This is an optimization exercise on Yosys and OpenROAD, whose aim is small area, not a production implementation.
Function was checked by simulation only, so behaviour that the tests miss may differ from the original.
Power figures rest on the tool's default switching activity, not on a simulated workload.

**flow/design.v**
```verilog
`timescale 1ns / 1ps
module alu_32_bit (
	input  wire [31:0]   in1,
	input  wire [31:0]   in2, 
	input  wire [3:0] op, 
	output wire [31:0]   out
);
	reg [31:0] out_w;
	always @(*) 
	begin
     	case(op)
		4'b0000: out_w = in1 + in2;
		4'b0001: out_w = in1<<in2[3:0];
		4'b0010: out_w = $signed(in1) < $signed(in2);		
		4'b0011: out_w = in1 < in2;
		4'b0100: out_w = in1 ^ in2;
		4'b0101: out_w = in1 >> in2[3:0];
		4'b0110: out_w = in1 | in2;
		4'b0111: out_w = in1 & in2;
		4'b1000: out_w = in1 - in2;
		4'b1101: out_w = $signed(in1) >>> in2[3:0];
		4'b1001: out_w = in1 == in2;  
		4'b1010: out_w = in1 != in2;  
		4'b1011: out_w = $signed(in1) < $signed(in2);  
		4'b1100: out_w = $signed(in1) >= $signed(in2);  
		4'b1110: out_w = in1 < in2;  
		4'b1111: out_w = in1 >= in2;  
		default: out_w = 32'bx;
		endcase
	end
	assign out = out_w;
endmodule
`timescale 1ns / 1ps
module rf(
    input clk,
	 input reset,
    input [4:0] rs1,
    input [4:0] rs2,
    input [4:0] rd,
    input we,
    output [31:0] rv1,
    output [31:0] rv2,
    input [31:0] indata,
	 output [31:0] x31,
	 output [31:0] x3,
	 output [31:0] x4,
	 output [31:0] x10
    );
	 reg [31:0] register_field[31:0];
integer i;	
assign rv1 = register_field[rs1];
assign rv2 = register_field[rs2];
assign x31 = register_field['d31];
assign x3 = register_field['d3];
assign x4 = register_field['d4];
assign x10 = register_field['d10];
always @(posedge clk)
begin
	if(reset)
	begin
		for(i=0; i<32; i=i+1)
		begin 
			register_field[i] <= 32'h00000000;
		end
	end
	else
	begin
		if(we)
		begin
			if(rd == 5'b00000)
			begin
				register_field[rd] <= 'b0;
			end
			else
			begin
				register_field[rd] <= indata;
			end
		end
		else
		begin
			register_field[rd] <= register_field[rd];
		end
	end
end
endmodule
`timescale 1ns / 1ps
module multiply #(
	parameter WIDTH = 32,
	parameter CTR_WIDTH = 7
) (
	input clk_i,
	input reset_i,  
	input enable_i,  
	input [WIDTH-1:0] a_i,
	input [WIDTH-1:0] b_i,
	input [1:0]       mini_opcode_i,
	output [WIDTH-1:0] mul_out_o,
	output             valid_o
) ;
   reg [CTR_WIDTH-1:0] ctr_r;
	reg [(WIDTH*2)-1:0] multiplier;
	reg [(WIDTH*2)-1:0] multiplicand;
	reg [WIDTH:0] lower_product;
	reg [WIDTH-1:0] higher_product;
	reg [(WIDTH*2)-1:0] shifted_multiplier;
	reg valid_1, valid_2, valid_3;
	always @(*)
	begin
		case(mini_opcode_i)
		2'b00,
		2'b01: 
				begin
					multiplier   = {(1<<WIDTH)-a_i[WIDTH-1],a_i};
					multiplicand = {(1<<WIDTH)-b_i[WIDTH-1],b_i};
				end
		2'b10: 
				begin
					multiplier   = {(1<<WIDTH)-a_i[WIDTH-1],a_i};
					multiplicand = {32'h00000000,b_i};
				end
		2'b11: 
				begin
					multiplier   = {32'h00000000,a_i};
					multiplicand = {32'h00000000,b_i};
				end
		default:
				begin
					multiplier   = 'b0;
					multiplicand = 'b0;
				end
		endcase
	end
   always @(posedge clk_i)
	begin
		if (reset_i) 
		begin
			valid_1            <= 'b0;
			shifted_multiplier <= 'b0;
			ctr_r              <= 'b0;
		end
      else 
		begin 
			if(ctr_r[CTR_WIDTH-1] == 'b0) 
			begin
				ctr_r <= ctr_r + 'b1;
				valid_1 <= 1'b0;
				if(multiplicand[ctr_r])
				begin
					shifted_multiplier <= (multiplier<<ctr_r);
				end
				else
				begin
					shifted_multiplier <= 'b0;
				end
			end
			else
			begin
				if(valid_1)
				begin
					shifted_multiplier <= 'b0;
					ctr_r   				 <= 'b0;
					valid_1				 <= 'b0;
				end
				else
				begin
					shifted_multiplier <= shifted_multiplier;
					ctr_r   				 <= ctr_r;
					valid_1				 <= 'b1;
				end
			end
		end
	end
	always @(posedge clk_i)
	begin
		if(reset_i)
		begin
			valid_2       <= 'b0;
			lower_product <= 'b0;
		end
		else
		begin
			valid_2 <= valid_1;
			if(valid_1)
			begin
				lower_product <= lower_product;
			end
			else
			begin
				lower_product <= lower_product + shifted_multiplier[31:0];
			end
		end
	end
	always @(posedge clk_i)
	begin
		if(reset_i)
		begin
			valid_3        <= 'b0;
			higher_product <= 'b0;
		end
		else
		begin
			valid_3 <= valid_2;
			if(valid_2)
			begin
				higher_product <= higher_product;
			end
			else
			begin
				higher_product <= higher_product + lower_product[32] + shifted_multiplier[63:32];
			end
		end
	end
	assign mul_out_o = (mini_opcode_i == 2'b00) ? lower_product : higher_product;
	assign valid_o   = valid_3 && enable_i;
endmodule  
module peripheral(
  input clk,			 
  input reset,			 
  input ce,				 
  input we,				 
  input [1:0] addr,   
  input [31:0] wdata, 
  input valid_stall_i,
  output [31:0] rdata,  
  output valid_o
);
	reg [31:0] accumulator;
	reg [31:0] counter;
	reg [1:0] counter_valid;
	reg [31:0] rdata_w;
	always @(*)
	begin
		if(addr == 2'b10)
		begin
			rdata_w = accumulator;
		end
		else if(addr == 2'b11)
		begin
			rdata_w = counter;
		end
		else
		begin
			rdata_w = 'b0;
		end
	end
	assign rdata = rdata_w;
	always @(posedge clk) begin
		if(reset) begin
			accumulator <= 'b0;
			counter <= 'b0;
		end
		else 
		begin
			if(valid_stall_i)
			begin
				accumulator <= accumulator;
				counter <= counter;
			end
			else
			begin
				if(ce && we) begin
					if(addr == 2'b00) begin
						accumulator <= 'b0;
						counter <= 'b0;
					end
					else if(addr == 2'b01) begin
						accumulator <= accumulator + wdata;
						counter <= counter + 'b1;
					end
					else begin
						accumulator <= accumulator;
						counter <= counter;
					end
				end
				else begin
					accumulator <= accumulator;
					counter <= counter;	
				end
			end
		end
	end
	always @(posedge clk)
		begin
			if(reset)
			begin
				counter_valid <= 'b0;
			end
			else
			begin
				counter_valid <= counter_valid + 'b1;
			end
		end
		assign valid_o = (counter_valid == 'b0) ? 'b1 : 'b0;
endmodule
`timescale 1ns / 1ps
module dmem(
	input clk,					 
	input reset,
	input [31:0] daddr_i,	 
	input [31:0] dwdata_i,	 
	input [3:0] we_i,		 
	input ce_i,
	output [31:0] drdata_o,	 
	output valid_o,
	output [31:0] mem_addr_o,
	output [31:0] mem_wdata_o,
	output [3:0]  mem_we_o,
	input  [31:0] mem_rdata_i
);
		reg [1:0] counter;
		assign mem_addr_o = daddr_i;
		assign drdata_o = mem_rdata_i;
		assign mem_wdata_o = dwdata_i;
		assign mem_we_o = (daddr_i<128 && ce_i==1) ? we_i : 4'b0000;
		always @(posedge clk)
		begin
			if(reset)
			begin
				counter <= 'b0;
			end
			else
			begin
				counter <= counter + 'b1;
			end
		end
		assign valid_o = (counter == 'b0) ? 'b1 : 'b0;
endmodule 
`timescale 1ns / 1ps
module dmem_decoder(
	input  [31:0] alu_out_i,		 
	input  [5:0] instr_opcode_i,	 
	input	 [31:0] indata_i,			 
	input	 peripheral_ce,			 
	output [31:0] w_data_o,	 
	output per_we_o,  
	output [3:0] we_o			 
);
	reg [31:0] w_data_r;
	reg [3:0] we_r;
	reg per_we_r;
	always@(*) 
		begin
			case(instr_opcode_i)
				6'b101000: 
					begin
						case (alu_out_i[1:0])
							2'b00:
								begin
									w_data_r = {24'b0,indata_i[7:0]};
									we_r = 4'b0001;
									per_we_r = 1'b1;
								end
							2'b01:
								begin			
									w_data_r = {16'b0,indata_i[7:0],8'b0};
									we_r = 4'b0010;
									per_we_r = 1'b1;
								end
							2'b10:
								begin
									w_data_r = {8'b0,indata_i[7:0],16'b0};
									we_r = 4'b0100;			
									per_we_r = 1'b1;				
								end
							2'b11:
								begin
									w_data_r = {indata_i[7:0],24'b0};
									we_r = 4'b1000;	
									per_we_r = 1'b1;
								end
						endcase
					end
				6'b101001:
					begin
						case (alu_out_i[1:0])
							2'b00:
								begin
									w_data_r = {16'b0,indata_i[15:8],indata_i[7:0]};
									we_r = 4'b0011;	
									per_we_r = 1'b1;
								end
							2'b10:
								begin
									w_data_r = {indata_i[15:8],indata_i[7:0],16'b0};
									we_r = 4'b1100;
									per_we_r = 1'b1;
								end
							default:
								begin
									w_data_r = 32'b0;
									we_r = 4'b0000;
									per_we_r = 1'b0;
								end
						endcase
					end
				6'b101010: 
					begin
						w_data_r = indata_i;
						we_r = 4'b1111;
						per_we_r = 1'b1;
					end
				default:
					begin 
						w_data_r = 'b0;
						we_r = 4'b0000;
						per_we_r = 1'b0;
					end
			endcase
		end
	assign w_data_o = w_data_r;
	assign we_o = we_r & {4{~peripheral_ce}};
	assign per_we_o = per_we_r & peripheral_ce;
endmodule 
`timescale 1ns / 1ps
module pipeline_if(
	input clk_i,
	input reset_i,
	input [31:0] pc_new_i,
   input if_branch_i, 
	input valid_stall_i,
	output [31:0] imem_addr_o,
	input  [31:0] imem_data_i,
   output [31:0] instr_o,
	output [31:0] pc_o,
	output stall_load_o
   );
reg [31:0] pc_r;
reg [4:0] rd_previous_r;
reg 		 rd_previous_activate_r;
reg [31:0] instr_o_r;
reg [31:0] pc_o_r;
reg stall_load_o_r;
wire [31:0] idata;
reg [31:0] pc_next_w;
reg stall_load_w;
   assign imem_addr_o = pc_r;
   assign idata = imem_data_i;
always @(posedge clk_i)
begin
	if( reset_i )
	begin
		rd_previous_r <= 'b0;
		rd_previous_activate_r <= 'b0;
	end
	else
	begin
		if(valid_stall_i)
		begin
			rd_previous_r <= rd_previous_r;
			rd_previous_activate_r <= rd_previous_activate_r;
		end
		else
		begin
			rd_previous_r <= idata[11:7];	
			if( idata[6:2] == 5'b00000 )
			begin
				rd_previous_activate_r <= 1'b1;
			end
			else
			begin
				rd_previous_activate_r <= 1'b0;
			end
		end
	end
end
	always @(*)
	begin
		if(if_branch_i)
		begin
			pc_next_w = pc_new_i & 32'hfffffffc;
			stall_load_w = 'b0;
		end
		else
		begin
			if( (idata[6:2] == 5'b01101) && (idata[6:2] == 5'b00101) && (idata == 5'b11011) )
			begin
				pc_next_w = pc_r + 'd4;
				stall_load_w = 'b0;
			end
			else
			begin
				if( rd_previous_activate_r )
				begin
					if( ((idata[19:15] == rd_previous_r)) || (( (idata[6:2] == 5'b11000) || (idata[6:2] == 5'b01100) || (idata[6:2] == 5'b01000) ) && (idata[24:20] == rd_previous_r)) )  
					begin
						pc_next_w = pc_r;
						stall_load_w = 'b1;
					end
					else
					begin
						pc_next_w = pc_r + 'd4;
						stall_load_w = 'b0;
					end
				end
				else
				begin
					pc_next_w = pc_r + 4'd4;
					stall_load_w = 'b0;
				end
			end
		end
	end
	always @(posedge clk_i)
	begin
		if( reset_i )
		begin
			pc_r <= 'b0;
		end
		else
		begin
			if(valid_stall_i)
			begin
				pc_r <= pc_r;
			end
			else
			begin
				pc_r <= pc_next_w;
			end
		end
	end
	always @( posedge clk_i )
	begin
		if(reset_i)
		begin
			instr_o_r      <= 'h00000013;
			pc_o_r         <= 'b0;
			stall_load_o_r <= 'b0;
		end
		else
		begin
			if(valid_stall_i)
			begin
				instr_o_r      <= instr_o_r;
				pc_o_r         <= pc_o_r;
				stall_load_o_r <= stall_load_o_r;
			end
			else
			begin
				instr_o_r      <= idata;
				pc_o_r         <= pc_r;
				stall_load_o_r <= stall_load_w;
			end
		end
	end
	assign instr_o      = instr_o_r;
	assign pc_o         = pc_o_r;
	assign stall_load_o = stall_load_o_r;
endmodule 
`timescale 1ns / 1ps
module pipeline_id(
	 input clk_i,
	 input reset_i,
    input [31:0] instr_i,
    input [31:0] pc_i,
	 input stall_load_i,
	 input valid_stall_i,
    output [4:0] rs1_o,
    output [4:0] rs2_o,
    output [4:0] rd_o,
    output [3:0] alu_op_o,
    output [31:0] imm_o,
    output [5:0] main_opcode_o,
    output [31:0] pc_o,
	 output [3:0] reg_forwarding_type_o,
	 output stall_load_o
    );
	reg [4:0] rs1_o_r;
	reg [4:0] rs2_o_r;
	reg [4:0] rd_o_r;
	reg [3:0] alu_op_o_r;
	reg [31:0] imm_o_r;
	reg [5:0] main_opcode_o_r;
	reg [31:0] pc_o_r;
	reg stall_load_o_r;
	reg [3:0] alu_op_w;
	reg [31:0] imm_w;
	reg [5:0] main_opcode_temp_w;
	wire [4:0] rs1_w;
	wire [4:0] rs2_w;
	wire [4:0] rd_w;
	reg [3:0] reg_forwarding_type_o_r;
	reg [3:0] reg_forwarding_type_w;
	reg rs1_rd_yes_w;
	reg rs2_rd_yes_w;
	reg rs1_rd_2_yes_w;
	reg rs2_rd_2_yes_w;
	reg [5:0] main_opcode_previous_two_r;
	reg [4:0] rd_previous_two_r;
	assign rs1_w = instr_i[19:15];
	assign rs2_w = instr_i[24:20];
	assign rd_w  = instr_i[11:7];
	always @(posedge clk_i)
	begin
		if(reset_i)
		begin
			main_opcode_previous_two_r <= 'b0;
			rd_previous_two_r          <= 'b0;
		end
		else
		begin
			if(valid_stall_i)
			begin
				main_opcode_previous_two_r <= main_opcode_previous_two_r;
				rd_previous_two_r          <= rd_previous_two_r;
			end
			else
			begin
				main_opcode_previous_two_r <= main_opcode_o_r;
				rd_previous_two_r          <= rd_o_r;
			end
		end
	end
	always @(*)
	begin
		rs1_rd_yes_w   = 1'b0;
		rs1_rd_2_yes_w = 1'b0;
		rs2_rd_yes_w   = 1'b0;
		rs2_rd_2_yes_w = 1'b0;
		if(stall_load_o_r)
		begin
			if(rd_previous_two_r == rs1_w)  
			begin
				reg_forwarding_type_w = 4'b0100;
			end
			else  
			begin
				reg_forwarding_type_w = 4'b0101;
			end
		end
		else
		begin
			if( (rd_o_r == rs1_w) && (main_opcode_o_r[5] == 1'b0 || main_opcode_o_r[5:3] == 3'b111) && (rd_o_r != 'b0) )  
			begin
				rs1_rd_yes_w = 1'b1;
			end
			else
			begin
				rs1_rd_yes_w = 1'b0;
			end
			if( (rd_previous_two_r == rs1_w) && (main_opcode_previous_two_r[5] == 1'b0 || main_opcode_previous_two_r[5:3] == 3'b111) && (rd_previous_two_r != 'b0) )  
			begin
				rs1_rd_2_yes_w = 1'b1;
			end
			else
			begin
				rs1_rd_2_yes_w = 1'b0;
			end
			if( ((instr_i[6:2] == 5'b11000) || (instr_i[6:2] == 5'b01100) || (instr_i[6:2] == 5'b01000)) && (rd_o_r == rs2_w) && (main_opcode_o_r[5] == 1'b0 || main_opcode_o_r[5:3] == 3'b111) && (rd_o_r != 'b0) )  
			begin
				rs2_rd_yes_w = 1'b1;
			end
			else
			begin
				rs2_rd_yes_w = 1'b0;
			end
			if( ((instr_i[6:2] == 5'b11000) || (instr_i[6:2] == 5'b01100) || (instr_i[6:2] == 5'b01000)) && (rd_previous_two_r == rs2_w) && (main_opcode_previous_two_r[5] == 1'b0 || main_opcode_previous_two_r[5:3] == 3'b111) && (rd_previous_two_r != 'b0) )  
			begin
				rs2_rd_2_yes_w = 1'b1;
			end
			else
			begin
				rs2_rd_2_yes_w = 1'b0;
			end		
			case({rs1_rd_yes_w,rs1_rd_2_yes_w,rs2_rd_yes_w,rs2_rd_2_yes_w})
			4'b0000: reg_forwarding_type_w = 4'b1111;  
			4'b0001: reg_forwarding_type_w = 4'b0011;  
			4'b0010: reg_forwarding_type_w = 4'b0001;  
			4'b0011: reg_forwarding_type_w = 4'b0001;  
			4'b0100: reg_forwarding_type_w = 4'b0010;  
			4'b0101: reg_forwarding_type_w = 4'b1001;  
			4'b0110: reg_forwarding_type_w = 4'b0111;  
			4'b1000: reg_forwarding_type_w = 4'b0000;  
			4'b1001: reg_forwarding_type_w = 4'b0110;  
			4'b1010: reg_forwarding_type_w = 4'b1000;  
			4'b1100: reg_forwarding_type_w = 4'b0000;  
			4'b1111: reg_forwarding_type_w = 4'b1000;  
			default: reg_forwarding_type_w = 4'b1111;
			endcase
		end
	end
	always @(*)
	begin
		case(instr_i[6:0])
		7'b0000011:  
					begin
						case(instr_i[14:12])
							3'b000,3'b001,3'b010,3'b100,3'b101:
								begin
									main_opcode_temp_w = {3'b100,instr_i[14:12]};
								end
							default : main_opcode_temp_w = 6'b001111;
						endcase
					end
		7'b0100011:  
					begin
						case(instr_i[14:12])
							3'b000,3'b001,3'b010:
								begin
									main_opcode_temp_w = {3'b101,instr_i[14:12]};
								end
							default : main_opcode_temp_w = 6'b001111;
						endcase
					end
		7'b0010011:  
					begin
						case(instr_i[14:12])
							3'b000,3'b001,3'b010,3'b011,3'b100,3'b101,3'b110,3'b111:
								begin
									main_opcode_temp_w = {2'b01,alu_op_w};
								end
							default : main_opcode_temp_w = 6'b001111;
						endcase
					end
		7'b0110011:  
					begin
						if(instr_i[25])  
							begin
								main_opcode_temp_w = {4'b1111,instr_i[13:12]};
							end
						else 
							begin
								case(instr_i[14:12])
									3'b000,3'b001,3'b010,3'b011,3'b100,3'b101,3'b110,3'b111:
										begin
											main_opcode_temp_w = {2'b00,alu_op_w};
										end
									default : main_opcode_temp_w = 6'b001111;
								endcase
							end
					end
		7'b1100011 :  
					begin
						case(instr_i[14:12])
							3'b000,3'b001,3'b100,3'b101,3'b110,3'b111:
								begin
									main_opcode_temp_w = {3'b110,instr_i[14:12]};
								end
							default : main_opcode_temp_w = 6'b001111;
						endcase
					end
		7'b0110111: main_opcode_temp_w = 6'b111000;  
		7'b0010111: main_opcode_temp_w = 6'b111001;  
		7'b1101111: main_opcode_temp_w = 6'b111010;  
		7'b1100111: main_opcode_temp_w = 6'b111011;  
		default: main_opcode_temp_w = 6'b001111;  
		endcase
	end
	always @(*)
	begin
		case(instr_i[6:2])
		5'b00000,  
		5'b01000,  
		5'b11001: alu_op_w = 4'b0000;
		5'b00100,  
		5'b01100:
					begin
						alu_op_w[2:0] = instr_i[14:12];
						if( ({instr_i[14:12],instr_i[5]}==4'b0001) || ({instr_i[14:12],instr_i[5]}==4'b1010) || ({instr_i[14:12],instr_i[5]}==4'b1011) )
						begin
							alu_op_w[3] = instr_i[30];
						end
						else
						begin
							alu_op_w[3] = 1'b0;
						end
					end
		5'b11000:  
					begin
						case(instr_i[14:12])
						3'b000: alu_op_w = 4'b1001;  
						3'b001: alu_op_w = 4'b1010;  
						3'b100: alu_op_w = 4'b1011;  
						3'b101: alu_op_w = 4'b1100;  
						3'b110: alu_op_w = 4'b1110;  
						3'b111: alu_op_w = 4'b1111;  
						default: alu_op_w = 4'b0000;
						endcase
					end
		default: alu_op_w = 4'b0000;
		endcase
	end	
	always @(*)
	begin
		case(instr_i[6:2])
		5'b00000:  
					begin
						imm_w = {(1<<20)-instr_i[31],instr_i[31:20]};
					end
		5'b01000:  
					begin
						imm_w = {(1<<20)-instr_i[31],instr_i[31:25],instr_i[11:7]}; 
					end
		5'b00100:  
					begin
						imm_w = {(1<<20)-instr_i[31],instr_i[31:20]};
					end
		5'b11000:  
					begin
						imm_w = {(1<<19)-instr_i[31],instr_i[31],instr_i[7],instr_i[30:25],instr_i[11:8],1'b0}; 
					end
		5'b01101: imm_w = {instr_i[31:12],12'h000};  
		5'b00101: imm_w = {instr_i[31:12],12'h000};  
		5'b11011: imm_w = {(1<<11)-instr_i[31],instr_i[31],instr_i[19:12],instr_i[20],instr_i[30:21],1'b0};  
		5'b11001: imm_w = {(1<<20)-instr_i[31],instr_i[31:20]};  
		default: imm_w = 'b0;
		endcase
	end
	always @(posedge clk_i)
	begin
		if(reset_i)
		begin
			rs1_o_r                 <= 'b0; 
			rs2_o_r                 <= 'b0;
			rd_o_r                  <= 'b0;
			alu_op_o_r              <= 'b0;
			imm_o_r                 <= 'b0;
			main_opcode_o_r         <= 'b0;
			pc_o_r                  <= 'b0;
			stall_load_o_r          <= 'b0;
			reg_forwarding_type_o_r <= 'b0;
		end
		else
		begin
			if(valid_stall_i)
			begin
				rs1_o_r                 <= rs1_o_r; 
				rs2_o_r                 <= rs2_o_r;
				rd_o_r                  <= rd_o_r;
				alu_op_o_r              <= alu_op_o_r;
				imm_o_r                 <= imm_o_r;
				main_opcode_o_r         <= main_opcode_o_r;
				pc_o_r                  <= pc_o_r;
				stall_load_o_r          <= stall_load_o_r;
				reg_forwarding_type_o_r <= reg_forwarding_type_o_r;
			end
			else
			begin
				rs1_o_r                 <= rs1_w; 
				rs2_o_r                 <= rs2_w;
				rd_o_r                  <= rd_w;
				alu_op_o_r              <= alu_op_w;
				imm_o_r                 <= imm_w;
				main_opcode_o_r         <= main_opcode_temp_w;
				pc_o_r                  <= pc_i;
				stall_load_o_r          <= stall_load_i;
				reg_forwarding_type_o_r <= reg_forwarding_type_w;
			end
		end
	end
	assign rs1_o                 = rs1_o_r; 
	assign rs2_o                 = rs2_o_r;
	assign rd_o                  = rd_o_r;
	assign alu_op_o              = alu_op_o_r;
	assign imm_o                 = imm_o_r;
	assign main_opcode_o         = main_opcode_o_r;
	assign pc_o                  = pc_o_r;
	assign stall_load_o          = stall_load_o_r;
	assign reg_forwarding_type_o = reg_forwarding_type_o_r;
endmodule 
`timescale 1ns / 1ps
module pipeline_ex(
	 input clk_i,
	 input reset_i,
    input [4:0] rs1_i, 
    input [4:0] rs2_i, 
	 input [4:0] rd_i,
    input [3:0] alu_op_i,
	 input [31:0] imm_i,
    input [31:0] pc_i,
	 input [5:0] main_opcode_i,
	 input stall_load_i,
	 input [3:0] reg_forwarding_type_i,
    input [4:0] rd_wb_i,  
	 input [31:0] indata_wb_i,
	 input we_wb_i,
	 input [31:0] reg_forwarding_mem_i,
	 input valid_stall_i,
    output [31:0] alu_out_o,
    output [31:0] wdata_o,  
	 output [31:0] mul_in1_o,  
	 output [4:0] rd_o,
	 output [5:0] main_opcode_o,
	 output [31:0] pc_new_o_wires,
    output if_branch_o_wires,
	 output main_stall_o_register,
	 output [31:0] x31,
	 output [31:0] x3,
	 output [31:0] x4,
	 output [31:0] x10
	 );
	reg [31:0] alu_out_o_r;
	reg [31:0] wdata_o_r;
	reg [4:0] rd_o_r;
	reg [5:0] main_opcode_o_r;
	reg main_stall_o_r;
	reg [31:0] mul_in1_o_r;
	reg [31:0] reg_forwarding_alu_one_r;
	reg [31:0] reg_forwarding_alu_two_r;
	reg  [31:0] alu_in1;
	reg  [31:0] alu_in2_before;
	wire [31:0] alu_in2;
	wire [31:0] alu_out;
	wire [4:0] rd_w;
	wire [31:0] indata_w;
	wire we_w;
	reg  [31:0] alu_out_main;
	wire [31:0] rv1;
	wire exception_o_wires;
	wire [31:0] rv2;
	reg if_previous_branch;
	reg if_previous_two_branch;
	reg if_previous_error;
	reg if_previous_two_error;
	wire if_branch_w;
	wire [1:0] error_write;
	always @(posedge clk_i)
	begin
		if(reset_i)
		begin
			if_previous_branch <= 'b0;
			if_previous_two_branch <= 'b0;
			if_previous_error <= 'b0;
			if_previous_two_error <= 'b0;
		end
		else
		begin
			if(valid_stall_i)
			begin
				if_previous_branch <= if_previous_branch;
				if_previous_two_branch <= if_previous_two_branch;
				if_previous_error <= if_previous_error;
				if_previous_two_error <= if_previous_two_error;
			end
			else
			begin
				if_previous_branch <= if_branch_w;
				if_previous_two_branch <= if_previous_branch;
				if_previous_error <= exception_o_wires;
				if_previous_two_error <= if_previous_error;
			end
		end
	end
	always @(posedge clk_i)
	begin
		if(reset_i)
		begin
			reg_forwarding_alu_one_r <= 'b0;
			reg_forwarding_alu_two_r <= 'b0;
		end	
		else
		begin
			if(valid_stall_i)
			begin
				reg_forwarding_alu_two_r <= reg_forwarding_alu_two_r;
				reg_forwarding_alu_one_r <= reg_forwarding_alu_one_r;
			end
			else
			begin
				reg_forwarding_alu_two_r <= reg_forwarding_alu_one_r;
				reg_forwarding_alu_one_r <= alu_out_main;
			end
		end
	end
	always @(*)
	begin
		case(reg_forwarding_type_i)
		4'b0000:
					begin 
						alu_in1        = reg_forwarding_alu_one_r;
						alu_in2_before = rv2;
					end
		4'b0001:
					begin 
						alu_in1        = rv1;
						alu_in2_before = reg_forwarding_alu_one_r;
					end
		4'b0010:
					begin 
						alu_in1        = reg_forwarding_alu_two_r;
						alu_in2_before = rv2;
					end
		4'b0011:
					begin 
						alu_in1        = rv1;
						alu_in2_before = reg_forwarding_alu_two_r;
					end
		4'b0100:
					begin 
						alu_in1        = reg_forwarding_mem_i;
						alu_in2_before = rv2;
					end
		4'b0101:
					begin 
						alu_in1        = rv1;
						alu_in2_before = reg_forwarding_mem_i;
					end
		4'b0110:
					begin 
						alu_in1        = reg_forwarding_alu_one_r;
						alu_in2_before = reg_forwarding_alu_two_r;
					end
		4'b0111:
					begin 
						alu_in1        = reg_forwarding_alu_two_r;
						alu_in2_before = reg_forwarding_alu_one_r;
					end
		4'b1000:
					begin 
						alu_in1        = reg_forwarding_alu_one_r;
						alu_in2_before = reg_forwarding_alu_one_r;
					end
		4'b1001:
					begin 
						alu_in1        = reg_forwarding_alu_two_r;
						alu_in2_before = reg_forwarding_alu_two_r;
					end
		4'b1111:
					begin 
						alu_in1        = rv1;
						alu_in2_before = rv2;
					end
		default: 
					begin 
						alu_in1        = rv1;
						alu_in2_before = rv2;
					end
		endcase
	end
	assign alu_in2 = (main_opcode_i[5:4] == 2'b00 || main_opcode_i[5:3] == 3'b110) ? alu_in2_before : imm_i;
	assign if_branch_w = ( (main_opcode_i == 6'b111010 || main_opcode_i == 6'b111011 || exception_o_wires || (main_opcode_i[5:3] == 3'b110 && alu_out == 'b1)) && (~if_previous_branch) && (~if_previous_two_branch) && (~stall_load_i) ) ? 1'b1 : 1'b0;
	assign pc_new_o_wires = ( exception_o_wires ) ? 124 : (main_opcode_i == 6'b111011) ? alu_in1 + imm_i : pc_i + imm_i;
	assign if_branch_o_wires = if_branch_w;
	assign exception_o_wires = (if_previous_branch | if_previous_two_branch | if_previous_error | if_previous_two_error) ? 'b0: ( (main_opcode_i[5:3] == 3'b100 || main_opcode_i[5:3] == 3'b101) && (alu_out >= 128 && alu_out < 512) || (((main_opcode_i == 6'b100001 || main_opcode_i == 6'b100101 || main_opcode_i == 6'b101001) && (alu_out[0]) ) || ((main_opcode_i == 6'b100010 || main_opcode_i == 6'b101010) && (alu_out[0] | alu_out[1]))) || (main_opcode_i == 6'b001111) ) ? 1'b1 : 1'b0;
	assign error_write = ( (main_opcode_i[5:3] == 3'b100 || main_opcode_i[5:3] == 3'b101) && (alu_out >= 128 && alu_out < 512) ) ? 'd1 : ( ((main_opcode_i == 6'b100001 || main_opcode_i == 6'b100101) && (alu_out[0]) ) || ((main_opcode_i == 6'b100010) && (alu_out[0] | alu_out[1])) ) ? 'd2 : ( (main_opcode_i == 6'b001111) ) ? 'd3 : 0;
	assign rd_w = ( exception_o_wires ) ? 31 : rd_wb_i;
	assign indata_w = ( exception_o_wires ) ? {pc_i[29:0],error_write} : indata_wb_i;
	assign we_w = (if_previous_error | if_previous_two_error | if_previous_branch | if_previous_two_branch )? 'b0 : ( exception_o_wires ) ? 'b1 : we_wb_i;
	always @(*)
	begin
		if(main_opcode_i[5] == 1'b0)
		begin
			alu_out_main = alu_out;
		end
		else
		begin
			case(main_opcode_i)
			6'b111000: alu_out_main = imm_i;
			6'b111001: alu_out_main = pc_i + imm_i;
			6'b111010, 
			6'b111011: alu_out_main = pc_i + 'd4;
			default: alu_out_main = alu_out;
			endcase
		end
	end
	always @(posedge clk_i)
	begin
		if(reset_i)
		begin
			alu_out_o_r 	 <= 'b0;
			wdata_o_r		 <= 'b0;
			rd_o_r			 <= 'b0;
			main_opcode_o_r <= 'b0;
			main_stall_o_r  <= 'b0;
			mul_in1_o_r     <= 'b0;
		end
		else
		begin
			if(valid_stall_i)
			begin
				alu_out_o_r 	 <= alu_out_o_r;
				wdata_o_r		 <= wdata_o_r;
				rd_o_r			 <= rd_o_r;
				main_opcode_o_r <= main_opcode_o_r;
				main_stall_o_r  <= main_stall_o_r;
				mul_in1_o_r     <= mul_in1_o_r;
			end
			else
			begin
				alu_out_o_r 	 <= alu_out_main;
				wdata_o_r		 <= alu_in2_before;
				rd_o_r			 <= rd_i;
				main_opcode_o_r <= main_opcode_i;
				main_stall_o_r  <= (stall_load_i) | (if_previous_branch) | (if_previous_two_branch);
				mul_in1_o_r     <= alu_in1;
			end
		end
	end
	assign alu_out_o  	         = alu_out_o_r;
	assign wdata_o	     	         = wdata_o_r;
	assign rd_o		               = rd_o_r;
	assign main_opcode_o          = main_opcode_o_r;
	assign main_stall_o_register  = main_stall_o_r;
	assign mul_in1_o              = mul_in1_o_r;
alu_32_bit alu_main_inst (
    .in1(alu_in1), 
    .in2(alu_in2), 
    .op(alu_op_i), 
    .out(alu_out)
    );
rf rf_module (
    .clk(clk_i), 
	 .reset(reset_i),
    .rs1(rs1_i), 
    .rs2(rs2_i), 
    .rd(rd_w), 
    .we(we_w), 
    .rv1(rv1), 
    .rv2(rv2), 
    .indata(indata_w),
	 .x31(x31),
	 .x3(x3),
	 .x4(x4),
	 .x10(x10)
    );
endmodule 
`timescale 1ns / 1ps
module pipeline_mem(
	input clk,					 	 
	input reset,				 	 
	input [31:0] alu_out_i,  	 
	input [31:0] dmem_data_i,	 
	input [5:0] opcode_i,	 	 
	input [4:0] rd_i,		 		 
	input stall_i,					 
	input [31:0] mul_in1_i,   
	input valid_stall_i,
	output [31:0] dmem_addr_o,
	output [31:0] dmem_wdata_o,
	output [3:0]  dmem_we_o,
	input  [31:0] dmem_rdata_i,
	output [5:0] opcode_o,	 	 
	output [31:0] alu_out_o, 	 
	output [4:0] rd_o,		 	 
	output [31:0] peripheral_read_o,
	output [31:0] dmem_read_o,
	output [31:0] mul_read_o,
	output valid_stall_o,
	output stall_o					 
);
	reg [31:0] dmem_out_r;	 
	reg [5:0] opcode_r;	 	 
	reg [31:0] alu_out_r; 	 
	reg [4:0] rd_r;		 	 
	reg stall_r;				 
	reg [31:0] peripheral_read_o_r;
	reg [31:0] dmem_read_o_r;
	reg [31:0] mul_read_o_r;
	reg multiply_pulse;
	wire [3:0] dmem_we_w;					 
	wire [31:0] dmem_corr_write_data_w;	 
	wire [31:0] peripheral_read_w;
	wire [31:0] dmem_read_w;
	wire [31:0] mul_read_w;
	wire peripheral_ce_w;
	wire peripheral_we_w;					 
	wire main_ce_w;
	wire dmem_ce_w;
	wire valid_main_w;
	wire multiply_ce_w;
	wire valid_dmem_w;
	wire valid_peripheral_w;
	wire valid_mul_w;
	wire multiply_pulse_main;
	assign main_ce_w = (opcode_i[5:3] == 3'b100 || opcode_i[5:3] == 3'b101 ) ? 1'b1 : 1'b0;
	assign peripheral_ce_w = (alu_out_i >= 'd512) && (main_ce_w) ? 1'b1 : 1'b0;
	assign dmem_ce_w = (alu_out_i <= 'd512) && (main_ce_w) ? 1'b1: 1'b0;
	assign multiply_ce_w = (opcode_i[5:2] == 4'b1111) ? 1'b1 : 1'b0;
	always @(posedge clk)
	begin
		if(reset)
		begin
			multiply_pulse <= 1'b1;
		end
		else
		begin
			if(multiply_ce_w)
			begin
				multiply_pulse <= 1'b0;
			end
			else
			begin
				multiply_pulse <= 1'b1;
			end
		end
	end
	assign multiply_pulse_main = multiply_ce_w && multiply_pulse;
	dmem dmem_instance(
		.clk(clk),																 
		.reset(reset),
		.daddr_i(alu_out_i),													 
		.dwdata_i(dmem_corr_write_data_w),								 
		.we_i(dmem_we_w&{4{~stall_i}}),		 
		.ce_i(dmem_ce_w),
		.drdata_o(dmem_read_w),	 
		.valid_o(valid_dmem_w),
		.mem_addr_o(dmem_addr_o),
		.mem_wdata_o(dmem_wdata_o),
		.mem_we_o(dmem_we_o),
		.mem_rdata_i(dmem_rdata_i)
	);
	peripheral accumulator(
		.clk(clk),						 
		.reset(reset),					 
		.ce(peripheral_ce_w),						 
		.we(peripheral_we_w&(~stall_i)),						 
		.addr(alu_out_i[3:2]),  					 
		.valid_stall_i(valid_stall_i),
		.wdata(dmem_corr_write_data_w),					 
		.rdata(peripheral_read_w),	 
		.valid_o(valid_peripheral_w)
		);
	multiply multiplier (
    .clk_i(clk), 
    .reset_i(reset | multiply_pulse_main), 
	 .enable_i(multiply_ce_w),
    .a_i(mul_in1_i), 
    .b_i(dmem_data_i), 
    .mini_opcode_i(opcode_i[1:0]), 
    .mul_out_o(mul_read_w), 
    .valid_o(valid_mul_w)
    );
	dmem_decoder dmem_decoder_instance(
			.alu_out_i(alu_out_i),					 
			.instr_opcode_i(opcode_i),				 
			.indata_i(dmem_data_i),					 
			.w_data_o(dmem_corr_write_data_w),	 
			.peripheral_ce(peripheral_ce_w),		 
			.we_o(dmem_we_w),							 
			.per_we_o(peripheral_we_w)	 
	);
	always @(posedge(clk))
		begin
			if(reset) begin
				opcode_r				  <= 'b0;
				alu_out_r 			  <= 'b0;
				rd_r    				  <= 'b0;
				stall_r   			  <= 'b0;
				peripheral_read_o_r <= 'b0;
				dmem_read_o_r 		  <= 'b0;
				mul_read_o_r		  <= 'b0;
			end
			else 
			begin
				if(valid_stall_i)
				begin
					opcode_r  			  <= opcode_r;
					alu_out_r 			  <= alu_out_r;
					rd_r  			     <= rd_r;
					stall_r   			  <= stall_r;
					peripheral_read_o_r <= peripheral_read_o_r;
					dmem_read_o_r 		  <= dmem_read_o_r;
					mul_read_o_r 		  <= mul_read_o_r;
				end
				else
				begin
					opcode_r				  <= opcode_i;
					alu_out_r 			  <= alu_out_i;
					rd_r      			  <= rd_i;
					stall_r			     <= stall_i;
					peripheral_read_o_r <= peripheral_read_w;
					dmem_read_o_r 		  <= dmem_read_w;
					mul_read_o_r		  <= mul_read_w;
				end
			end
		end
	assign opcode_o =	 opcode_r;		 
	assign alu_out_o = alu_out_r;		 
	assign rd_o = rd_r;					 
	assign stall_o = stall_r;			 
	assign peripheral_read_o = peripheral_read_o_r;
	assign dmem_read_o = dmem_read_o_r;
	assign mul_read_o = mul_read_o_r;
	assign valid_main_w = (valid_peripheral_w && peripheral_ce_w) ||  (dmem_ce_w && valid_dmem_w) || (multiply_ce_w && valid_mul_w);
	assign valid_stall_o = ((main_ce_w == 1'b1 || multiply_ce_w) && (valid_main_w == 1'b0) ) ? 1'b1 : 1'b0;
endmodule 
`timescale 1ns / 1ps
module pipeline_wb(
	input [5:0] opcode_i,
	input [4:0] rd_i,
	input [31:0] alu_out_i,
	input stall_i,
	input [31:0] peripheral_read_i,
	input [31:0] dmem_read_i,
	input [31:0] mul_read_i,
	output [31:0] reg_data_o,
	output reg_we_o,
	output [4:0] rd_o,
	output [31:0] dmem_out_o
);
	reg reg_we_w;
	reg [31:0] reg_data_r;
	wire [31:0] rf_write_out;				 
	reg  [31:0] dmem_read_w_local;
	always@(*) begin
		case(opcode_i[5])
			1'b0:
				begin
					reg_data_r = alu_out_i;
					reg_we_w  = 'b1;
				end
			1'b1:
				begin
					case(opcode_i[4:3])
						2'b10,2'b01:
							begin
								reg_data_r = 'b0;
								reg_we_w  = 'b0;
							end
						2'b11:
							begin
								if(opcode_i[2] == 1) 
									begin
										reg_data_r = mul_read_i;
										reg_we_w = 'b1;
									end
								else
									begin
										reg_data_r = alu_out_i;
										reg_we_w = 'b1;
									end
							end
						2'b00:
							begin
								reg_data_r = dmem_read_w_local;
								reg_we_w = 'b1;	
							end
					endcase
				end
		endcase
	end
	assign rf_write_out = (alu_out_i >= 'd512) ? peripheral_read_i : dmem_read_i ;
	always @(*)
	begin
		case(opcode_i[2:0])
		3'b000:
				begin
					case(alu_out_i[1:0])
					2'b00: dmem_read_w_local = {(1<<24)-rf_write_out[7],rf_write_out[7:0]};
					2'b01: dmem_read_w_local = {(1<<24)-rf_write_out[15],rf_write_out[15:8]};
					2'b10: dmem_read_w_local = {(1<<24)-rf_write_out[23],rf_write_out[23:16]};
					2'b11: dmem_read_w_local = {(1<<24)-rf_write_out[31],rf_write_out[31:24]};
					default: dmem_read_w_local = 'b0;
					endcase
				end
		3'b001:
				begin
					case(alu_out_i[1:0])
					2'b00: dmem_read_w_local = {(1<<16)-rf_write_out[15],rf_write_out[15:0]};
					2'b10: dmem_read_w_local = {(1<<16)-rf_write_out[31],rf_write_out[31:16]};
					default: dmem_read_w_local = 'b0;
					endcase
				end
		3'b010: dmem_read_w_local = rf_write_out;
		3'b100:
				begin
					case(alu_out_i[1:0])
					2'b00: dmem_read_w_local = {24'b0,rf_write_out[7:0]};
					2'b01: dmem_read_w_local = {24'b0,rf_write_out[15:8]};
					2'b10: dmem_read_w_local = {24'b0,rf_write_out[23:16]};
					2'b11: dmem_read_w_local = {24'b0,rf_write_out[31:24]};
					default: dmem_read_w_local = 'b0;
					endcase
				end
		3'b101:
				begin
					case(alu_out_i[1:0])
					2'b00: dmem_read_w_local = {16'b0,rf_write_out[15:0]};
					2'b10: dmem_read_w_local = {16'b0,rf_write_out[31:16]};
					default: dmem_read_w_local = 'b0;
					endcase
				end
		default: dmem_read_w_local = 'b0;
		endcase
	end
	assign rd_o = rd_i;
	assign reg_we_o = reg_we_w & (~stall_i);
	assign reg_data_o = reg_data_r;
	assign dmem_out_o = dmem_read_w_local;
endmodule 
`timescale 1ns / 1ps
module CPU(
		input clk_i,
		input reset_i,
		output [31:0] pc,
		output [31:0] x31,
		output [31:0] x3,
		output [31:0] imem_addr_o,
		input  [31:0] imem_data_i,
		output [31:0] dmem_addr_o,
		output [31:0] dmem_wdata_o,
		output [3:0]  dmem_we_o,
		input  [31:0] dmem_rdata_i
    );
		wire [31:0] pc_new_ex_w;
		wire if_branch_ex_w;
		wire main_stall_ex_w;
		wire [31:0] instr_if_w;
		wire [31:0] pc_if_w;
		wire stall_load_if_w;
		wire [4:0] rs1_id_w;
		wire [4:0] rs2_id_w;
		wire [4:0] rd_id_w;
		wire [3:0] alu_op_id_w;
		wire [31:0] imm_id_w;
		wire [5:0] main_opcode_id_w;
		wire [31:0] pc_id_w;
		wire [3:0] reg_forwarding_type_id_w;
		wire stall_load_id_w;
		wire [31:0] alu_out_ex_w;
		wire [4:0] rd_ex_w;
		wire [5:0] main_opcode_ex_w;
		wire [31:0] dmem_out_mem_w;
		wire [5:0] opcode_mem_w;
		wire [31:0] alu_out_mem_w;
		wire stall_mem_w;
		wire [4:0] rd_wb_w;
		wire [31:0] indata_wb_w;
		wire [31:0] wdata_ex_w;
		wire we_wb_w;
		wire [4:0] rd_mem_w;
		wire valid_stall_mem_w;
		wire [31:0] dmem_out_wb_w;
		wire [31:0] dmem_read_mem_w;
		wire [31:0] peripheral_read_mem_w;
		wire [31:0] mul_read_mem_w;
		wire [31:0] mul_in_ex_w;
		assign pc = pc_if_w;
		wire [31:0] x4, x10;
pipeline_if IF_STAGE (
    .clk_i(clk_i), 
    .reset_i(reset_i), 
    .pc_new_i(pc_new_ex_w), 
    .if_branch_i(if_branch_ex_w), 
	 .valid_stall_i(valid_stall_mem_w),
    .imem_addr_o(imem_addr_o),
    .imem_data_i(imem_data_i),
    .instr_o(instr_if_w), 
    .pc_o(pc_if_w), 
    .stall_load_o(stall_load_if_w)
    );
pipeline_id ID_STAGE (
    .clk_i(clk_i), 
    .reset_i(reset_i), 
    .instr_i(instr_if_w), 
    .pc_i(pc_if_w), 
    .stall_load_i(stall_load_if_w), 
	 .valid_stall_i(valid_stall_mem_w),
    .rs1_o(rs1_id_w), 
    .rs2_o(rs2_id_w), 
    .rd_o(rd_id_w), 
    .alu_op_o(alu_op_id_w), 
    .imm_o(imm_id_w), 
    .main_opcode_o(main_opcode_id_w), 
    .pc_o(pc_id_w), 
    .reg_forwarding_type_o(reg_forwarding_type_id_w), 
    .stall_load_o(stall_load_id_w)
    );
pipeline_ex EX_STAGE (
    .clk_i(clk_i), 
    .reset_i(reset_i), 
    .rs1_i(rs1_id_w), 
    .rs2_i(rs2_id_w), 
    .rd_i(rd_id_w), 
    .alu_op_i(alu_op_id_w), 
    .imm_i(imm_id_w), 
    .pc_i(pc_id_w), 
    .main_opcode_i(main_opcode_id_w), 
    .reg_forwarding_type_i(reg_forwarding_type_id_w), 
	 .stall_load_i(stall_load_id_w),
	 .rd_wb_i(rd_wb_w), 
    .indata_wb_i(indata_wb_w), 
    .we_wb_i(we_wb_w), 
    .reg_forwarding_mem_i(dmem_out_wb_w), 
	 .valid_stall_i(valid_stall_mem_w),
    .alu_out_o(alu_out_ex_w), 
    .wdata_o(wdata_ex_w), 
	 .mul_in1_o(mul_in_ex_w),
    .rd_o(rd_ex_w), 
    .main_opcode_o(main_opcode_ex_w), 
    .pc_new_o_wires(pc_new_ex_w), 
    .if_branch_o_wires(if_branch_ex_w),
	 .main_stall_o_register(main_stall_ex_w),
	 .x31(x31),
	 .x3(x3),
	 .x4(x4),
	 .x10(x10)
    );
pipeline_mem MEM_STAGE (
    .clk(clk_i), 
    .reset(reset_i), 
    .alu_out_i(alu_out_ex_w), 
    .dmem_data_i(wdata_ex_w), 
	 .mul_in1_i(mul_in_ex_w),
    .opcode_i(main_opcode_ex_w), 
    .rd_i(rd_ex_w), 
    .stall_i(main_stall_ex_w), 
	 .valid_stall_i(valid_stall_mem_w),
	 .dmem_addr_o(dmem_addr_o),
	 .dmem_wdata_o(dmem_wdata_o),
	 .dmem_we_o(dmem_we_o),
	 .dmem_rdata_i(dmem_rdata_i),
	 .dmem_read_o(dmem_read_mem_w),
	 .peripheral_read_o(peripheral_read_mem_w),
    .opcode_o(opcode_mem_w), 
    .alu_out_o(alu_out_mem_w), 
    .rd_o(rd_mem_w), 
    .stall_o(stall_mem_w),
	 .valid_stall_o(valid_stall_mem_w),
	 .mul_read_o(mul_read_mem_w)
    );
pipeline_wb WB_STAGE (
	 .dmem_read_i(dmem_read_mem_w),
	 .peripheral_read_i(peripheral_read_mem_w),
    .opcode_i(opcode_mem_w), 
    .rd_i(rd_mem_w), 
    .alu_out_i(alu_out_mem_w), 
    .stall_i(stall_mem_w), 
	 .mul_read_i(mul_read_mem_w),
    .reg_data_o(indata_wb_w), 
    .reg_we_o(we_wb_w), 
    .rd_o(rd_wb_w),
	 .dmem_out_o(dmem_out_wb_w)
    );
endmodule 
```
**flow/run.sh**
```bash
#!/bin/bash
# synth_recipe.tcl (not shown) runs the flow's synth.tcl, then flattens the netlist and writes it again
# the make line also repeats each setting of config.mk as NAME=value (left out here)
make -C /OpenROAD-flow-scripts/flow DESIGN_CONFIG=/design/flow/config.mk WORK_HOME=/design/flow/orfs CLKGATE_MAP_FILE= SYNTH_SCRIPT=/design/flow/synth_recipe.tcl finish
```
**flow/config.mk**
```make
export PLATFORM = sky130hd
export DESIGN_NAME = CPU
export DESIGN_NICKNAME = CPU
export VERILOG_FILES = /design/flow/design.v
export SDC_FILE = /design/flow/constraint.sdc
export NUM_CORES = 4
export LEC_CHECK = 0
export CAP_MARGIN = 20
export CORE_MARGIN = 2
export CORE_UTILIZATION = 40
export PLACE_DENSITY = 0.6
export SLEW_MARGIN = 20
```
**flow/constraint.sdc**
```tcl
create_clock -name core_clock -period 14.0 [get_ports {clk_i}]
set_input_delay 2.8000 -clock core_clock [delete_from_list [all_inputs] [get_ports {clk_i}]]
set_output_delay 2.8000 -clock core_clock [all_outputs]
set_load 0.01 [all_outputs]
```
==> results.ini <==
[place]
hpwl_um=325000
portBuffers=257
placed_area_um2=108000
gp_routability_congestion=1.04

[power_and_ir_drop]
p_int_mw=10.2
fin_total_pwr_mw=16.8
irDropWorstVdd_uv=148
switching_share_pct=39.0
p_switching_mw=6.54
power_frac_comb_pct=33.9
p_leak_nw=39.9
seq_power_share_pct=35.3
clkPwrFrac_pct=30.8
power_density_nw_per_um2=147

[worst_setup_path]
path_common_cell=nor2_1
reg2reg_slack_ns=1.93
critPathMaxStageDelay_ns=0.90
reg2reg_to=EX_STAGE.rf_module.register_field[4][28]$_SDFFCE_PN0P_
r2r.worst_path.cells=28
worstPathArrival_ns=12.56
crit_fanout=81
critPathCaptureType=flip-flop
crit_slowest_cell=dfxtp_4
critPathLaunchType=flip-flop
crit_type=reg -> reg
crit_required_ns=14.49

[finish]
drive_above_1_share_pct=14.7
finalInstanceArea_um2=114000
area_growth_syn_to_layout_pct=12.4
nets=10324

[timing]
min_period_over_period_pct=86.2
rsz0062_at_grt=false
worst_pin_slew_ns=1.25
finalSetupViolCount=0
relSlewSlack_pct=16.0
max_freq_ghz=0.0828
period_needed_ns=12.07
skew_ns=0.0748
setup-tns-final_ns=0
hold_slack_ns=0.423
drv_slew=0
finalHoldViolations=0

[floorplan]
dieWidth_um=508
initial_core_util_pct=40.1
rows=185
pin_count=262
design.die.area_um2=258000
die_h_um=508
core_um2=253000

[job]
drv_cap=0

[global_route]
grt_pass1_wl_um=635000
antenna_found_initial=27
grt_usage_pct=34.1
grt_overflow_total=0
grt_max_degree=227
first_global_vias=83797

[synthesis]
syn_area_um2=102000
synth-async-reset-ratio_pct=0
synth.distinct_cells=105
synth_cells=10099
synth_edf_count=1024
ys.flop_type=edfxtp_1
synth-seq-cells=1680
yosys_warnings=11
synth-seq-area-share_pct=43.1
postSynthAreaPerCell_um2=10.1

[routing]
first_pass_iters=9
drc_errors=0
viasPerCell=6.52
route.antenna.remaining_nets=0
routedWlPerCell_um=33.5
drtIter0Drc=13068
via_count=88264
wirelength_um=453000

[clocking]
cts_sinks=1680
hold_buffers=0
clkSlewWorstSetupHoldPaths_ns=0.06
clock-root-buffer=clkbuf_16
cts_tree=yes
cts_resized=0
numCtsBuffers=189
htreeDepth=4
post_cts_buffers=0
clock_path_buffers=3
insertion_delay_ns=0.89

[min_path]
holdPathEnd=MEM_STAGE.dmem_instance.counter[0]$_SDFF_PP0_
min_from=MEM_STAGE.dmem_instance.counter[0]$_SDFF_PP0_
holdPathStages=1
hold_class=reg -> reg

[run_status]
run_status=timing/DRC/antenna clean

## how the worst max path moves through the flow
stage | slack [ns] | depth (start not counted) | startpoint | to
floorplan | 3.60 | 28 | flip-flop | EX_STAGE.rf_module.register_field[0][0]$_SDFFCE_PN0P_
global placement | 2.06 | 28 | EX_STAGE.reg_forwarding_alu_two_r[31]$_SDFFE_PP0N_ | EX_STAGE.rf_module.register_field[4][24]$_SDFFCE_PN0P_
detailed placement | 2.17 | 29 | EX_STAGE.reg_forwarding_alu_two_r[31]$_SDFFE_PP0N_ | EX_STAGE.rf_module.register_field[10][14]$_SDFFCE_PN0P_
CTS | 2.10 | 28 | EX_STAGE.reg_forwarding_alu_two_r[19]$_SDFFE_PP0N_ | EX_STAGE.rf_module.register_field[4][28]$_SDFFCE_PN0P_
global route | 1.30 | 27 | flip-flop | EX_STAGE.rf_module.register_field[4][28]$_SDFFCE_PN0P_
finish | 1.93 | 28 | flip-flop | EX_STAGE.rf_module.register_field[4][28]$_SDFFCE_PN0P_
## metal layers
layer,GRT usage [%],vias up,share of wire (%)
li1,-,37290,-
met1,44.1,44213,38
met2,52.8,5682,45
met3,7.58,1067,11
met4,19.5,12,6.8
met5,0.259,-,0.036
## placed cells by master (no fill, tap or decap), types with 184 or more instances in the layout
master           instances
clkdlybuf4s50_1        256
buf_4                  293
o21ai_0                323
nor2_1                1634
mux4_2                 627
nand2_1               1046
nand3_1                184
mux2i_1                233
edfxtp_1              1024
clkbuf_16              190
dfxtp_1                637
a21oi_1                736
inv_1                  190
ha_1                   258
## worst max-delay path, delay by kind of cell, from the launching register on
family	cells	cell delay [ns]
multiplexers	1	0.44
buffers and inverters	5	2.09
AND/OR/NAND/NOR	12	3.87
AO/OA/AOI/OAI	9	3.55
adder cells (fa/ha/maj)	1	0.40
flip-flops	1	0.90
## through the flow
step	utilization (%)	worst slack, ns	instances
2_1_floorplan	-	3.60	10134
3_3_place_gp	42.5	2.06	13165
3_5_place_dp	42.5	2.17	13166
4_1_cts	45.1	2.10	13521
5_1_grt	45.1	1.30	13523
6_report	45.1	1.93	13530
## cell type report
cell class | instances | area (um2)
antenna | 8 | 20.0
clock buffer | 249 | 5160
clock inverter | 106 | 1230
fill | 23670 | 139000
inverter | 203 | 763
multi-input combinational | 7356 | 54000
sequential | 1680 | 43900
tap | 3366 | 4210
timing repair buffer | 562 | 5010
## power by group through the flow
stage | Clock (mW) | Combinational [mW] | Sequential (mW)
finish | 5.18 | 5.69 | 5.92
global route | 5.39 | 5.86 | 5.94
CTS | 5.20 | 5.47 | 5.91
detailed placement | 0 | 5.45 | 6.01
global placement | 0 | 5.46 | 6.00
floorplan | 0 | 3.22 | 5.80
## cells by family (layout without fill, tap and decap cells)
family	count (synthesis)	after routing	synth area share (%)
buffers and inverters	1098	1120	4.27
muxes	963	963	17.3
xor gates and xnor gates	232	232	2.00
AOI/OAI and AO/OA	2236	2236	14.7
and+or+nand+nor	3623	3623	15.3
DFF	1680	1680	43.1
adders and majority gates	266	266	3.32
other	1	44	0.00369
## synth_stat cells (all sizes together) (15+ instances only)
| master | count | share of area, % |
|---|---|---|
| a22oi | 128 | 0.95 |
| inv | 198 | 0.73 |
| o22ai | 48 | 0.30 |
| or2 | 40 | 0.25 |
| a221oi | 47 | 0.42 |
| xnor2 | 144 | 1.2 |
| nand3 | 185 | 0.91 |
| o31ai | 16 | 0.14 |
| mux2i | 234 | 2.3 |
| edfxtp | 1024 | 30 |
| a211o | 27 | 0.23 |
| a22o | 98 | 0.84 |
| o21bai | 29 | 0.21 |
| ha | 260 | 3.2 |
| a222oi | 41 | 0.40 |
| o2bb2ai | 32 | 0.28 |
| mux4 | 627 | 14 |
| nor4 | 31 | 0.21 |
| mux2 | 102 | 1.1 |
| a2111oi | 25 | 0.22 |
| dfxtp | 656 | 13 |
| a31oi | 50 | 0.31 |
| a21oi | 740 | 3.7 |
| a221o | 15 | 0.15 |
| o32ai | 24 | 0.21 |
| nand4 | 42 | 0.26 |
| and2 | 50 | 0.31 |
| buf | 191 | 0.92 |
| o221ai | 18 | 0.15 |
| clkbuf | 704 | 2.6 |
| xor2 | 88 | 0.76 |
| or3 | 91 | 0.56 |
| o41ai | 17 | 0.20 |
| nor3 | 185 | 0.92 |
| nand2b | 59 | 0.36 |
| a211oi | 178 | 1.3 |
| o21a | 24 | 0.18 |
| a311oi | 47 | 0.40 |
| nor2 | 1640 | 6.1 |
| nand2 | 1078 | 4.0 |
| o211ai | 84 | 0.62 |
| a21o | 74 | 0.55 |
| o21ai | 334 | 1.7 |
| nor2b | 93 | 0.57 |
| and3 | 60 | 0.37 |
## sequential cells by signal, summed over array words and instances, names as in the netlist, 7 cells and up, named ones only
name / cells
EX_STAGE.alu_out_o_r: 32
EX_STAGE.mul_in1_o_r: 32
EX_STAGE.reg_forwarding_alu_two_r: 32
EX_STAGE.rf_module.register_field: 1024
EX_STAGE.wdata_o_r: 32
ID_STAGE.imm_o_r: 32
ID_STAGE.pc_o_r: 30
IF_STAGE.instr_o_r: 28
IF_STAGE.pc_o_r: 30
IF_STAGE.pc_r: 30
MEM_STAGE.accumulator.accumulator: 32
MEM_STAGE.accumulator.counter: 32
MEM_STAGE.dmem_read_o_r: 32
MEM_STAGE.mul_read_o_r: 32
MEM_STAGE.multiplier.ctr_r: 7
MEM_STAGE.multiplier.higher_product: 32
MEM_STAGE.multiplier.lower_product: 33
MEM_STAGE.multiplier.shifted_multiplier: 64
MEM_STAGE.peripheral_read_o_r: 32

## what the ideal ports hide
No port has a modelled driver above. Below, the same layout with a new extraction and two added sets of constraints. Step 1 sets driving cells, clkbuf_16 on the clock port and buf_2 on the other inputs (assumed; they add their load-dependent delay and slew). Step 2, shift: input delay + t, output delay - t, t = (earliest + latest rising clock arrival at the registers) / 2. This alone moves slack from input paths to output paths. Three values: no drivers, after step 1, after step 2; two values: the first two.
t (ns): 0.953
slack for setup (ns): 1.928 / 1.928 / 1.928
worst setup path at the end: register to register
latest minus earliest clock arrival (ns): 0.075 / 0.075
worst slew at a driven data input, ns: 0.08
After both steps this run still meets setup and hold. The setup slack of this run moves by 0.000 ns with the drivers and by 0.000 ns with both steps.
